Context: an optimization exercise on an open-source flow, tuned for small area, a short achievable clock period and few clock cycles. The choices shown serve that exercise and are no tape-out recipe.
Where RTL was checked, it was by simulation tests only, not by an equivalence proof against the original.

## FFT16_stream
module FFT16_stream (
	input             i_clk,
	input             i_rst,
	input             i_valid,
	input      [15:0] i_re,
	input      [15:0] i_im,
	output            o_ready,
	output reg        o_valid,
	output reg [15:0] o_re,
	output reg [15:0] o_im
);
==> module cmul_lo, before the edit <==
module cmul_lo (
	input  [15:0] a,
	output [1:0]  c_ed,
	output [1:0]  c_b5,
	output [1:0]  c_62
);
	wire [8:0] i = {a[15], a[7:0]};
	wire [511:0] c_ed0 = 512'hfff8ffc0ff00f800e00007fcffe0ff80fc00f000803efff0ffc0fe00f800c0000007003f00ff07ff1ffff803001f007f03ff0fff7fc1000f003f01ff07ff3ffe;
	wire [511:0] c_ed1 = 512'h0007003f00ff07ff1ffff803001f007f03ff0fff7fc1000f003f01ff07ff3fff0000000000000000000000000000000000000000000000000000000000000001;
	wire [511:0] c_b50 = 512'hfdd99002d910022610026110dd99102299002266001d9100d99100269102266e02266ffd26effdd9effd9eef2266efdd66ffdd99ffe26eff266effd96efdd990;
	wire [511:0] c_b51 = 512'h02266fff26efffffeffffeef2266efff66ffffffffe26eff266effff6effffff000000020000022600026000000000220000226600000000000000260002266f;
	wire [511:0] c_620 = 512'h0101090949494b4b5b5bdbdbdfdffffe0101090949494b4b5b5bdbdbdfdffffefefef6f6b6b6b4b4a4a4242420200000fefef6f6b6b6b4b4a4a4242420200000;
	wire [511:0] c_621 = 512'hfefef6f6b6b6b4b4a4a4242420200000fefef6f6b6b6b4b4a4a42424202000000000000000000000000000000000000000000000000000000000000000000000;
	assign c_ed = {c_ed1[i], c_ed0[i]};
	assign c_b5 = {c_b51[i], c_b50[i]};
	assign c_62 = {c_621[i], c_620[i]};
endmodule
clock: 10.0 ns
lec_check: 0
cap_margin: 20
core_margin: 2
core_utilization: 50
place_density: 0.6
setup_slack_margin: 5
slew_margin: 20
standard.sh (not shown) runs the stock make flow with config.mk's settings and CLKGATE_MAP_FILE= SYNTH_SCRIPT=/design/flow/synth_recipe.tcl, a recipe that flattens the netlist after the stock synthesis.
==> flow/flow/run.sh <==
#!/bin/bash
# standard flow with a larger setup-slack margin for timing repair
sed 's/SETUP_SLACK_MARGIN=5 /SETUP_SLACK_MARGIN=6.7 /' standard.sh > standard_m.sh
bash standard_m.sh > flow.log 2>&1
The starting point passed the timing, DRC and antenna checks.
Testbench counts at the start, summed over its fixed seeds: cycles 3,360.
Rerun with:
--- a/flow/design.v
+++ b/flow/design.v
@@ -1,22 +1,5 @@
-module cmul_lo (
-	input  [15:0] a,
-	output [1:0]  c_ed,
-	output [1:0]  c_b5,
-	output [1:0]  c_62
-);
-	wire [8:0] i = {a[15], a[7:0]};
-	wire [511:0] c_ed0 = 512'hfff8ffc0ff00f800e00007fcffe0ff80fc00f000803efff0ffc0fe00f800c0000007003f00ff07ff1ffff803001f007f03ff0fff7fc1000f003f01ff07ff3ffe;
-	wire [511:0] c_ed1 = 512'h0007003f00ff07ff1ffff803001f007f03ff0fff7fc1000f003f01ff07ff3fff0000000000000000000000000000000000000000000000000000000000000001;
-	wire [511:0] c_b50 = 512'hfdd99002d910022610026110dd99102299002266001d9100d99100269102266e02266ffd26effdd9effd9eef2266efdd66ffdd99ffe26eff266effd96efdd990;
-	wire [511:0] c_b51 = 512'h02266fff26efffffeffffeef2266efff66ffffffffe26eff266effff6effffff000000020000022600026000000000220000226600000000000000260002266f;
-	wire [511:0] c_620 = 512'h0101090949494b4b5b5bdbdbdfdffffe0101090949494b4b5b5bdbdbdfdffffefefef6f6b6b6b4b4a4a4242420200000fefef6f6b6b6b4b4a4a4242420200000;
-	wire [511:0] c_621 = 512'hfefef6f6b6b6b4b4a4a4242420200000fefef6f6b6b6b4b4a4a42424202000000000000000000000000000000000000000000000000000000000000000000000;
-	assign c_ed = {c_ed1[i], c_ed0[i]};
-	assign c_b5 = {c_b51[i], c_b50[i]};
-	assign c_62 = {c_621[i], c_620[i]};
-endmodule
 module FFT16_stream (
 	input             i_clk,
 	input             i_rst,
 	input             i_valid,
 	input      [15:0] i_re,
@@ -168,10 +151,25 @@
 		assign o_v = r_v;  assign o_re = r_re;  assign o_im = r_im;  assign o_nr = r_nr;
 	end else begin : g_comb
 		assign o_v = vn;   assign o_re = u_re;  assign o_im = u_im;  assign o_nr = 1'b0;
 	end endgenerate
 endmodule
+module cmul_lo (
+	input  [15:0] a,
+	output [1:0]  c_ed,
+	output [1:0]  c_b5,
+	output [1:0]  c_62
+);
+	wire [7:0] a3   = a[7:0] + {a[6:0], 1'b0};    
+	wire [7:0] bias = {8{a[15]}};
+	wire [9:0] l_ed = {2'b0, ~a[3:0], 4'hF} + {2'b0, ~a3} + 10'd2 + {2'b0, bias};
+	wire [9:0] l_b5 = {2'b0, a3[1:0], 6'd0} + {2'b0, ~a[4:0], 3'b111} + {2'b0, ~a3} + 10'd2 + {2'b0, bias};
+	wire [9:0] l_62 = {2'b0, a3[2:0], 5'd0} + {2'b0, a[6:0], 1'b0} + {2'b0, bias};
+	assign c_ed = l_ed[9:8];
+	assign c_b5 = l_b5[9:8];
+	assign c_62 = l_62[9:8];
+endmodule
 module times3 (input [15:0] a, output [17:0] a3);
 	assign a3 = {{2{a[15]}}, a} + {a[15], a, 1'b0};
 endmodule
 module cmul_a_terms (input [15:0] a, input [17:0] a3, input b5, input id,
 	output [15:0] r1, output [15:0] r2, output [15:0] r3);
What happened: The new run went through all stages and came out clean. Via count falls by 7.4%. Utilization climbs by 0.36 points. Design area goes down by 2.2%. Worst setup slack loses 0.067 ns. Worst hold slack stays flat. Wire length falls by 5.6%. Die area drops by 2.3%. Sequential share of layout area grows by 0.91 points. Register-to-register slack is worse by 0.07 ns. Area after synthesis went down by 2.3%.
No functional check of the RTL was part of the second run of this note.

* * *

Another version of the RTL of FFT16_stream (not shown whole).
For scale: about 5600 cells after synthesis, about 1400 flip-flops.
==> module tw2, before the edit <==
module tw2 (
	input             i_clk,
	input             i_rst,
	input             i_v,
	input      [15:0] i_re,
	input      [15:0] i_im,
	output reg        o_v,
	output reg [15:0] o_re,
	output reg [15:0] o_im,
	output reg        o_nr
);
	reg [3:0] q;
	reg       a_v, b_v;
	always @(posedge i_clk or posedge i_rst) begin
		if (i_rst) begin
			q   <= 4'd0;
			a_v <= 1'b0;
			b_v <= 1'b0;
			o_v <= 1'b0;
		end else begin
			if (i_v) q <= q + 4'd1;
			a_v <= i_v;
			b_v <= a_v;
			o_v <= b_v;
		end
	end
	wire [1:0]  k = q[1] ? {q[2], q[3]} : 2'd0;    
	wire [23:0] rp, ip;
	wire [17:0] r3, i3;
	cmul_p u_rp (.a(i_re), .b5(1'b1), .id(1'b0), .p(rp), .a3(r3));
	cmul_p u_ip (.a(i_im), .b5(1'b1), .id(1'b0), .p(ip), .a3(i3));
	reg  [1:0]  a_k, b_k;
	reg  [15:0] a_rp, a_ip, a_re, a_im;
	reg  [9:0]  a_r3, a_i3;
	reg         a_rb, a_ib;
	always @(posedge i_clk) begin
		a_k  <= k;
		a_rp <= rp[23:8];  a_r3 <= r3[17:8];  a_rb <= (rp[7:0] < r3[7:0]);  a_re <= i_re;
		a_ip <= ip[23:8];  a_i3 <= i3[17:8];  a_ib <= (ip[7:0] < i3[7:0]);  a_im <= i_im;
	end
	wire [15:0] mr = a_rp + ~{{6{a_r3[9]}}, a_r3} + {15'd0, ~a_rb};
	wire [15:0] mi = a_ip + ~{{6{a_i3[9]}}, a_i3} + {15'd0, ~a_ib};
	reg  [15:0] b_re, b_im;
	always @(posedge i_clk) begin
		b_k  <= a_k;
		b_re <= a_k[0] ? mr : a_re;
		b_im <= a_k[0] ? mi : a_im;
	end
	wire [15:0] msum = b_re + b_im;
	wire [15:0] mdif = b_re - b_im;
	always @(posedge i_clk) begin
		case (b_k)
			2'd1: begin o_re <= mdif;  o_im <= msum; o_nr <= 1'b0; end
			2'd2: begin o_re <= ~b_im; o_im <= b_re; o_nr <= 1'b1; end
			2'd3: begin o_re <= ~msum; o_im <= mdif; o_nr <= 1'b1; end
			default: begin o_re <= b_re; o_im <= b_im; o_nr <= 1'b0; end
		endcase
	end
endmodule
export LEC_CHECK = 0
export CAP_MARGIN = 20
export CORE_MARGIN = 2
export CORE_UTILIZATION = 70
export CTS_CLUSTER_DIAMETER = 80
export CTS_CLUSTER_SIZE = 25
export PLACE_DENSITY = 0.8
export SETUP_SLACK_MARGIN = 5
export SLEW_MARGIN = 20
create_clock -name core_clock -period 10.0 [get_ports {i_clk}]
Scripts as last shown in full above: flow/flow/run.sh
Testbench counts at the start, summed over its fixed seeds: cycles 3,360.
Change:
--- a/flow/design.v
+++ b/flow/design.v
@@ -228,18 +228,16 @@
 	output reg        o_nr
 );
 	reg [3:0] q;
-	reg       a_v, b_v;
+	reg       a_v;
 	always @(posedge i_clk or posedge i_rst) begin
 		if (i_rst) begin
 			q   <= 4'd0;
 			a_v <= 1'b0;
-			b_v <= 1'b0;
 			o_v <= 1'b0;
 		end else begin
 			if (i_v) q <= q + 4'd1;
 			a_v <= i_v;
-			b_v <= a_v;
-			o_v <= b_v;
+			o_v <= a_v;
 		end
 	end
 	wire [1:0]  k = q[1] ? {q[2], q[3]} : 2'd0;    
@@ -247,7 +245,7 @@
 	wire [17:0] r3, i3;
 	cmul_p u_rp (.a(i_re), .b5(1'b1), .id(1'b0), .p(rp), .a3(r3));
 	cmul_p u_ip (.a(i_im), .b5(1'b1), .id(1'b0), .p(ip), .a3(i3));
-	reg  [1:0]  a_k, b_k;
+	reg  [1:0]  a_k;
 	reg  [15:0] a_rp, a_ip, a_re, a_im;
 	reg  [9:0]  a_r3, a_i3;
 	reg         a_rb, a_ib;
@@ -256,22 +254,16 @@
 		a_rp <= rp[23:8];  a_r3 <= r3[17:8];  a_rb <= (rp[7:0] < r3[7:0]);  a_re <= i_re;
 		a_ip <= ip[23:8];  a_i3 <= i3[17:8];  a_ib <= (ip[7:0] < i3[7:0]);  a_im <= i_im;
 	end
-	wire [15:0] mr = a_rp + ~{{6{a_r3[9]}}, a_r3} + {15'd0, ~a_rb};
-	wire [15:0] mi = a_ip + ~{{6{a_i3[9]}}, a_i3} + {15'd0, ~a_ib};
-	reg  [15:0] b_re, b_im;
+	wire [15:0] rt = {{6{a_r3[9]}}, a_r3};
+	wire [15:0] it = {{6{a_i3[9]}}, a_i3};
+	wire [15:0] msum = a_rp + a_ip + ~rt + ~it + {15'd0, ~a_rb} + {15'd0, ~a_ib};
+	wire [15:0] mdif = a_rp + ~a_ip + ~rt + it + {15'd0, ~a_rb} + {15'd0, a_ib} + 16'd1;
 	always @(posedge i_clk) begin
-		b_k  <= a_k;
-		b_re <= a_k[0] ? mr : a_re;
-		b_im <= a_k[0] ? mi : a_im;
-	end
-	wire [15:0] msum = b_re + b_im;
-	wire [15:0] mdif = b_re - b_im;
-	always @(posedge i_clk) begin
-		case (b_k)
+		case (a_k)
 			2'd1: begin o_re <= mdif;  o_im <= msum; o_nr <= 1'b0; end
-			2'd2: begin o_re <= ~b_im; o_im <= b_re; o_nr <= 1'b1; end
+			2'd2: begin o_re <= ~a_im; o_im <= a_re; o_nr <= 1'b1; end
 			2'd3: begin o_re <= ~msum; o_im <= mdif; o_nr <= 1'b1; end
-			default: begin o_re <= b_re; o_im <= b_im; o_nr <= 1'b0; end
+			default: begin o_re <= a_re; o_im <= a_im; o_nr <= 1'b0; end
 		endcase
 	end
 endmodule
After rerunning: Core utilization is higher by 1.4 points; die area is lower by 1.7%; routed wire length is higher by 8.2%; via count is lower by 1.2%; sequential share of layout area is lower by 1.0 points.
Only the layout flow was run in the second run of this note; the RTL was not checked for function there.

* * *

## north
FFT16_stream, a different RTL version from the one above (not shown whole).
Size: about 5800 cells after synthesis, about 1400 flip-flops, roughly 69 I/O pins, about 0.058 mm² of cells after synthesis.
// FFT16_stream
module FFT16_stream (
	input             i_clk,
	input             i_rst,
	input             i_valid,
	input      [15:0] i_re,
	input      [15:0] i_im,
	output            o_ready,
	output reg        o_valid,
	output reg [15:0] o_re,
	output reg [15:0] o_im
);
	reg  [2:0] ph;
	reg  [3:0] wcnt;
	reg        rdy_n;    
	wire       rdy = ~rdy_n;
	wire       acc = i_valid & rdy;
	wire [3:0] wcnt_p1 = wcnt + 4'd1;
	wire [2:0] ph_n = ph + 3'd1;
	assign o_ready = rdy;
	always @(posedge i_clk or posedge i_rst) begin
		if (i_rst) begin
			ph   <= 3'd0;
			wcnt <= 4'd0;
			rdy_n <= 1'b0;
		end else begin
			ph   <= ph_n;
			if (acc) wcnt <= wcnt_p1;
			rdy_n <= acc ? (ph_n != wcnt_p1[2:0]) : (ph_n != wcnt[2:0]);
		end
	end
	reg        x_v;
	reg [15:0] x_re, x_im;
	always @(posedge i_clk or posedge i_rst) begin
		if (i_rst) x_v <= 1'b0;
		else       x_v <= acc;
	end
	always @(posedge i_clk) begin
		x_re <= i_re;
		x_im <= i_im;
	end
	wire        s0_v, s0_nr;
	wire [15:0] s0_re, s0_im;
	sdf_stage #(.LD(3), .JOUT(1), .OREG(1)) st0 (.i_clk(i_clk), .i_rst(i_rst), .i_v(x_v), .i_re(x_re), .i_im(x_im),
		.i_nr(1'b0), .o_v(s0_v), .o_re(s0_re), .o_im(s0_im), .o_nr(s0_nr));
	wire        s1_v;
	wire [15:0] s1_re, s1_im;
	sdf_stage #(.LD(2), .JOUT(0), .OREG(1)) st1 (.i_clk(i_clk), .i_rst(i_rst), .i_v(s0_v), .i_re(s0_re), .i_im(s0_im),
  ...
export LEC_CHECK = 0
export CAP_MARGIN = 20
export CORE_MARGIN = 2
export CORE_UTILIZATION = 70
export CTS_CLUSTER_DIAMETER = 80
export CTS_CLUSTER_SIZE = 25
export PLACE_DENSITY = 0.8
export SETUP_SLACK_MARGIN = 5
export SLEW_MARGIN = 20
create_clock -name core_clock -period 10.0 [get_ports {i_clk}]
Scripts as last shown in full above: flow/flow/run.sh
Here is what was changed in the inputs of south compared with north.
--- a/flow/design.v
+++ b/flow/design.v
@@ -52,20 +52,21 @@
 		.o_v(t2_v), .o_re(t2_re), .o_im(t2_im), .o_nr(t2_nr));
 	wire        s2_v;
 	wire [15:0] s2_re, s2_im;
 	wire        s2_vn;
 	wire [15:0] s2_ren;
 	sdf_stage #(.LD(1), .JOUT(0), .OREG(1)) st2 (.i_clk(i_clk), .i_rst(i_rst), .i_v(t2_v), .i_re(t2_re), .i_im(t2_im),
 		.i_nr(t2_nr), .o_v(s2_v), .o_re(s2_re), .o_im(s2_im), .o_nr(), .o_vn(s2_vn), .o_ren(s2_ren));
 	wire        t3_v, t3_nr;
 	wire [15:0] t3_re, t3_im;
 	tw3 u_tw3 (.i_clk(i_clk), .i_rst(i_rst), .i_v(s2_v), .i_re(s2_re), .i_im(s2_im),
+		.i_vn(s2_vn), .i_ren(s2_ren),
 		.o_v(t3_v), .o_re(t3_re), .o_im(t3_im), .o_nr(t3_nr));
 	wire        s3_v;
 	wire [15:0] s3_re, s3_im;
 	sdf_stage #(.LD(0), .JOUT(0), .OREG(0)) st3 (.i_clk(i_clk), .i_rst(i_rst), .i_v(t3_v), .i_re(t3_re), .i_im(t3_im),
 		.i_nr(t3_nr), .o_v(s3_v), .o_re(s3_re), .o_im(s3_im), .o_nr());
 	wire        r0_v, r1_v;
 	wire [15:0] r0_re, r0_im, r1_re, r1_im;
 	bit_exchange #(.BI(0), .BJ(3)) ex0 (.i_clk(i_clk), .i_rst(i_rst), .i_v(s3_v), .i_re(s3_re), .i_im(s3_im),
 		.o_v(r0_v), .o_re(r0_re), .o_im(r0_im));
 	bit_exchange #(.BI(1), .BJ(2)) ex1 (.i_clk(i_clk), .i_rst(i_rst), .i_v(r0_v), .i_re(r0_re), .i_im(r0_im),
@@ -233,20 +234,22 @@
 			default: begin o_re <= b_re; o_im <= b_im; o_nr <= 1'b0; end
 		endcase
 	end
 endmodule
 module tw3 (
 	input             i_clk,
 	input             i_rst,
 	input             i_v,
 	input      [15:0] i_re,
 	input      [15:0] i_im,
+	input             i_vn,      
+	input      [15:0] i_ren,
 	output reg        o_v,
 	output reg [15:0] o_re,
 	output reg [15:0] o_im,
 	output reg        o_nr
 );
 	reg  [3:0] q;
 	reg        a_v, b_v, c_v;
 	always @(posedge i_clk or posedge i_rst) begin
 		if (i_rst) begin
 			q   <= 4'd0;
@@ -255,53 +258,60 @@
 			c_v <= 1'b0;
 			o_v <= 1'b0;
 		end else begin
 			if (i_v) q <= q + 4'd1;
 			a_v <= i_v;
 			b_v <= a_v;
 			c_v <= b_v;
 			o_v <= c_v;
 		end
 	end
+	wire [3:0] qn  = i_v ? q + 4'd1 : q;
+	wire [2:0] kn  = {qn[1], qn[2], qn[3]};
+	wire       ntn = i_vn & qn[0] & (kn[1:0] != 2'd0);    
 	wire [2:0] k   = {q[1], q[2], q[3]};
 	wire       x1  = q[0];
-	wire       nt  = i_v & x1 & (k[1:0] != 2'd0);    
-	reg  [15:0] p1_re, p1_im, p2_re, p2_im;
-	reg  [2:0]  a_k, b_k;
-	reg         a_nt, b_nt, a_x1, b_x1;
+	wire       nt  = i_v & x1 & (k[1:0] != 2'd0);
+	reg  [15:0] e_op;
+	reg         e_b5;
 	always @(posedge i_clk) begin
-		p1_re <= i_re;  p1_im <= i_im;
-		p2_re <= p1_re; p2_im <= p1_im;
-		a_k <= k;   a_nt <= nt;   a_x1 <= x1;
-		b_k <= a_k; b_nt <= a_nt; b_x1 <= a_x1;
+		e_op <= ntn ? i_ren : i_im;
+		e_b5 <= ntn ? (kn[1:0] == 2'd2) : e_b5;
 	end
-	wire [15:0] e_op = a_nt ? p1_im : i_re;
-	wire        e_b5 = a_nt ? (a_k[1:0] == 2'd2) : (k[1:0] == 2'd2);
 	wire [23:0] ep;
 	wire [17:0] e3;
 	cmul_p u_p (.a(e_op), .b5(e_b5), .id(1'b0), .p(ep), .a3(e3));
 	reg  [23:0] f_p;
 	reg  [17:0] f_3;
 	reg  [15:0] f_op;
 	always @(posedge i_clk) begin
 		f_p  <= ep;
 		f_3  <= e3;
 		f_op <= e_op;
 	end
 	wire [15:0] qa, qb;
 	cmul_q  u_q  (.p(f_p), .a3(f_3), .id(1'b0), .q(qa));
 	cmul_62 u_62 (.a(f_op), .a3(f_3), .q(qb));
 	reg  [15:0] g_a, g_b;
 	always @(posedge i_clk) begin
 		g_a <= qa;
 		g_b <= qb;
 	end
+	reg  [15:0] p1_re, p1_im, p2_re, p2_im;
+	reg  [2:0]  a_k, b_k;
+	reg         a_nt, b_nt, a_x1, b_x1;
+	always @(posedge i_clk) begin
+		p1_re <= i_re;  p1_im <= i_im;
+		p2_re <= p1_re; p2_im <= p1_im;
+		a_k <= k;   a_nt <= nt;   a_x1 <= x1;
+		b_k <= a_k; b_nt <= a_nt; b_x1 <= a_x1;
+	end
 	reg         xs, ys, swp, nr;
 	always @(*) begin
 		case (b_k)
 			3'd1: begin xs = 1; ys = 0; swp = 0; nr = 0; end
 			3'd2: begin xs = 1; ys = 0; swp = 0; nr = 0; end
 			3'd3: begin xs = 0; ys = 1; swp = 1; nr = 0; end
 			3'd4: begin xs = 0; ys = 0; swp = 1; nr = 1; end
 			3'd5: begin xs = 1; ys = 0; swp = 1; nr = 1; end
 			3'd6: begin xs = 0; ys = 1; swp = 0; nr = 1; end
 			3'd7: begin xs = 0; ys = 1; swp = 0; nr = 1; end
==> comparison <==
south ends up with a maximum number of pins on one net before global-route repair that is 3.3% lower than in north. Run comparison: north endpoint of the worst setup timing path u_tw3.f_p[23]; south endpoint of the worst setup timing path u_tw2.a_rp[23]. Headroom to the max-slew limit improves in south relative to north. In the tables for north and south, total routed wirelength reads lower with south. Delta (south minus north): proportion of cell area occupied by registers higher, iteration count of the initial detailed-routing pass lower, required time of the critical path roughly the same. NOTE total nets after synthesis north->south increased slightly. Relative area of non-clock buffer cells in the final design for south: 0.65 points down relative to north.
No run of this note included a check of the RTL's function; only the layout flow was run.

what the ideal ports hide:
The results above use ideal ports. As a check the final layouts listed here were re-extracted and re-timed, cells and wires unchanged. Step 1 (the two cells are an assumption about what drives the block):
set clk [get_ports {i_clk}]
set_driving_cell -lib_cell sky130_fd_sc_hd__clkbuf_16 $clk
set_driving_cell -lib_cell sky130_fd_sc_hd__buf_2 [delete_from_list [all_inputs] $clk]
Step 2 moves the port delays by t, midway between the first and last clock arrival at a register: inputs arrive t later, outputs are due t later. That takes back most of the time a late clock gives input paths. Three values: no drivers, after step 1, after step 2; two values: the first two.
run | shift t [ns] | setup WS [ns] | worst register clock-pin slew, ns
the first run of note 1 | 0.831 | 6.532 / 6.532 / 6.434 | 0.07 / 0.07
the second run of note 1 | 0.809 | 6.465 / 6.465 / 6.465 | 0.07 / 0.07
the first run of note 2 | 0.691 | 6.671 / 6.671 / 6.473 | 0.11 / 0.11
the second run of note 2 | 0.703 | 6.489 / 6.489 / 6.403 | 0.10 / 0.10
north | 0.731 | 6.289 / 6.289 / 6.289 | 0.10 / 0.10
south | 0.707 | 6.521 / 6.521 / 6.247 | 0.10 / 0.10
After both steps setup and hold are still met in every run listed. The setup slack of south, which loses most, moves by 0.000 ns with the drivers and by -0.274 ns with both steps. Setup slack includes reset recovery checks.
